This is an optimization exercise on Yosys and OpenROAD, whose aim is small area, a short achievable clock period and few clock cycles per item, not a production implementation.
At most, simulation tests tie the RTL to the original design; equivalence was not proved.
Power and IR drop assume default switching activity.

==> flow/design.v (excerpt) <==
module sqrt_mult_system (
    input clk_i,
    input rst_i,
    input start_i,
    input [7:0] a_bi,
    input [7:0] b_bi,
    output [15:0] result,
    output done
);
Size: about 200 cells after synthesis, about 13 flip-flops.
export LEC_CHECK = 0
export CAP_MARGIN = 20
export CORE_MARGIN = 2
export CORE_UTILIZATION = 40
export SETUP_SLACK_MARGIN = 1.4
export SLEW_MARGIN = 20
create_clock -name core_clock -period 5.0 [get_ports {clk_i}]
standard.sh (not shown) runs the stock make flow with config.mk's settings and CLKGATE_MAP_FILE= SYNTH_SCRIPT=/design/flow/synth_recipe.tcl, a recipe that flattens the netlist after the stock synthesis.
==> flow/flow/run.sh <==
#!/bin/bash
# Layout flow: the standard ORFS flow, with two changes.
#  1. Synthesis is ORFS's own script (with the standard flow's -nofsm -noshare wrapper,
#     flatten and renaming, as in synth_recipe.tcl), but ABC maps with the
#     script in flow/abc.script and full/half adder extraction can be skipped.
#  2. The port buffers inserted during placement are buf cells instead of
#     the slow clkdlybuf cells that buffer_ports picks by default.
# Settings come from flow/params.sh. Each tool's output goes to its own log.
set -euo pipefail
HERE=$(pwd)
source "$HERE/flow/params.sh"
export MY_ABC_SCRIPT="$HERE/flow/abc.script"
export MY_NOFA
export BUFFER_PORTS_ARGS="-buffer_cell $PORT_BUFFER"
sed "s#SYNTH_SCRIPT=[^ ]*#SYNTH_SCRIPT=$HERE/flow/synth.tcl#" standard.sh > my_standard.sh
bash my_standard.sh finish > flow_make.log 2>&1
==> flow/flow/abc.script <==
strash
dch
map -D 2000
topo
stime -c
==> flow/flow/params.sh <==
MY_NOFA=1
PORT_BUFFER=sky130_fd_sc_hd__buf_1
==> flow/flow/synth.tcl <==
# synth_recipe.tcl with two hooks: abc runs flow/abc.script (MY_ABC_SCRIPT),
# and extract_fa is skipped when MY_NOFA is 1.
proc synth {args} { yosys synth -nofsm -noshare {*}$args }
proc abc {args} {
  set out {}
  set skip 0
  foreach a $args {
    if {$skip} { set skip 0; continue }
    if {$a eq "-script" || $a eq "-D"} { set skip 1; continue }
    lappend out $a
  }
  lappend out -script $::env(MY_ABC_SCRIPT)
  yosys abc {*}$out
}
if {$::env(MY_NOFA)} { proc extract_fa {args} {} }
source $::env(SCRIPTS_DIR)/synth.tcl
# left out here: clear keep_hierarchy, flatten, clean up, hide names made inside functions, write 1_2_yosys.v
Testbench counts at the start, summed over its fixed seeds: cycles 8,000, items 4,000.
Rerun with:
==> flow/flow/abc.script (replaced) <==
strash
dch
map
topo
stime -c
- SETUP_SLACK_MARGIN: 1.4 -> unset
What happened: The changed run produced a clean layout. Combinational power grows by 13%. Global-route usage grows by 4.5 points. Cell area rose by 22%. Routed wire length came out higher by 55%. Power climbs by 12%. Core utilization came out lower by 3.4 points. Cell count increases by 33%. Flip-flop and latch count does not change. Worst hold slack gains 34 ps. Via count came out higher by 43%. Synthesized cell count went up by 36%.
Rerun with:
==> flow/flow/abc.script (replaced) <==
strash
dch
map -a
topo
stime -c
What happened: The changed run finished clean. Count of clock-buffer cells in the layout is unchanged. Setup slack improved by 170 ps. Final area falls by a quarter to a third. Via count falls by a quarter to a third. Global-route usage falls by 4.3 points. Die area falls by about a fifth.
Rerun with:
- SETUP_SLACK_MARGIN: unset -> 1.6
Outcome:
- power grows by 6.1%
- hold slack is about the same
- synthesized cell count does not change
Rerun with:
- SETUP_SLACK_MARGIN: 1.6 -> 2.4
=> The new run completed with no timing, DRC or antenna violations; total power climbs by 27%; synthesized area stays the same; fmax climbs by 1.6%; routed wire length climbs by 45%; sequential power barely changes; worst setup slack improves by 50 ps; die area stays the same; final cell count climbs by 11%; non-clock buffer count climbs by 30; design area climbs by 38%.

---

== run A ==
Another version of the RTL of sqrt_mult_system (not shown whole).
Size in the first run: about 250 cells after synthesis, about 36 I/O pins.
clock: 5.0 ns
lec_check: 0
cap_margin: 20
core_margin: 2
core_utilization: 40
setup_slack_margin: 1.8
slew_margin: 20
==> flow/flow/abc.script <==
strash
dch
map -a
topo
stime -c
Scripts as last shown in full above: flow/flow/run.sh, flow/flow/params.sh, flow/flow/synth.tcl
What run B does differently from run A at the input level:
- changing SETUP_SLACK_MARGIN from 1.8 to 1.4
==> flow/flow/abc.script <==
strash
dch
map -D 2400
topo
stime -c
buffer -c
upsize -c -D 2400
dnsize -c -D 2400
## What came out
Compared with run A, in run B synthesized netlist cell count +6; clock-pin transition on the worst setup and hold timing paths -0.02 ns; total number of vias +61. Summary of run B over run A: core region area went up by 960 um^2, area of the die went up by about 24%, fraction of the mapped netlist area in compound gates went up by 3.4 points, post-route total power went down by 2.3%.
[inputs] run C vs run B
- SETUP_SLACK_MARGIN: 1.4 -> 1.8
==> run notes <==
Going from run B to run C, the met3 layer wire length in the routed design was found to have gone down by 34%.
The final reports for run C and run B show part of the total power dissipated in combinational logic higher in the former.
Relative to run B, the cell area measured on run C has increased by a few percent.
Summary: with run B as the reference, total power in run C moved up by a few percent.
Input-level comparison between run D and run C:
- SETUP_SLACK_MARGIN changed from 1.8 to 1.4
==> flow/flow/abc.script <==
strash
dch
map -D 2000
topo
stime -c
Results
Hold slack | run D above run C. Met2 track utilization from global routing: higher on run D. Timing startpoint of the critical path: b_bi[1] -> run C, b_bi[3] -> run D. Side by side, routed wire length turned out higher in run D than in run C.
Edits applied to the flow inputs when going from run D to run E:
- SETUP_SLACK_MARGIN: 1.4 -> 1.8
Findings:
- Run E finished all stages; the layout is clean.
- Run D completed; timing, DRC and antenna clean
- Re via count: run D was lower than run E.
- Re core utilization: run E is 8.1 points up on run D.
- Per the comparison of run E with run D, number of placement rows neither gained nor lost much, area overhead of the layout relative to synthesis picked up an extra 19 points, combinational power picked up an extra about 14%.
No functional check of the RTL was part of any run of this note.

[what the ideal ports hide]
In the flow no input, the clock included, has a driving cell. The finished layouts below were timed again as built, in two steps.
Step 1: set_driving_cell puts a clkbuf_16 on clk_i and a buf_2 on each other input, an assumption about the parent block.
Step 2 adds t to the input delays and takes it off the output delays; t is the mean of the earliest and latest rising clock arrival at the registers after step 1. Input paths then give back, and output paths get back, about the clock's delay inside the block.
a / b / c = ideal / step 1 / step 2; a / b = the first two.
| run | t, ns | slack for setup (ns) | worst setup path after step 2 | worst data-port slew with drivers (ns) |
|---|---|---|---|---|
| the first run of note 1 | 0.282 | 1.668 / 1.668 / 1.385 | input to register | 0.03 |
| the second run of note 1 | 0.258 | 1.230 / 1.234 / 0.976 | input to register | 0.03 |
| the third run of note 1 | 0.293 | 1.404 / 1.403 / 1.110 | input to register | 0.03 |
| the fourth run of note 1 | 0.293 | 1.854 / 1.851 / 1.558 | input to register | 0.03 |
| the fifth run of note 1 | 0.304 | 1.905 / 1.906 / 1.602 | input to register | 0.08 |
| run A | 0.301 | 1.010 / 1.002 / 0.700 | input to register | 0.05 |
| run B | 0.257 | 1.230 / 1.233 / 0.976 | input to register | 0.04 |
| run C | 0.257 | 1.370 / 1.357 / 1.100 | input to register | 0.04 |
| run D | 0.256 | 1.311 / 1.296 / 1.041 | input to register | 0.05 |
| run E | 0.262 | 1.333 / 1.318 / 1.056 | input to register | 0.05 |
After both steps every run listed still meets setup and hold. The setup slack of run A, which loses most, moves by -0.008 ns with the drivers and by -0.310 ns with both steps.
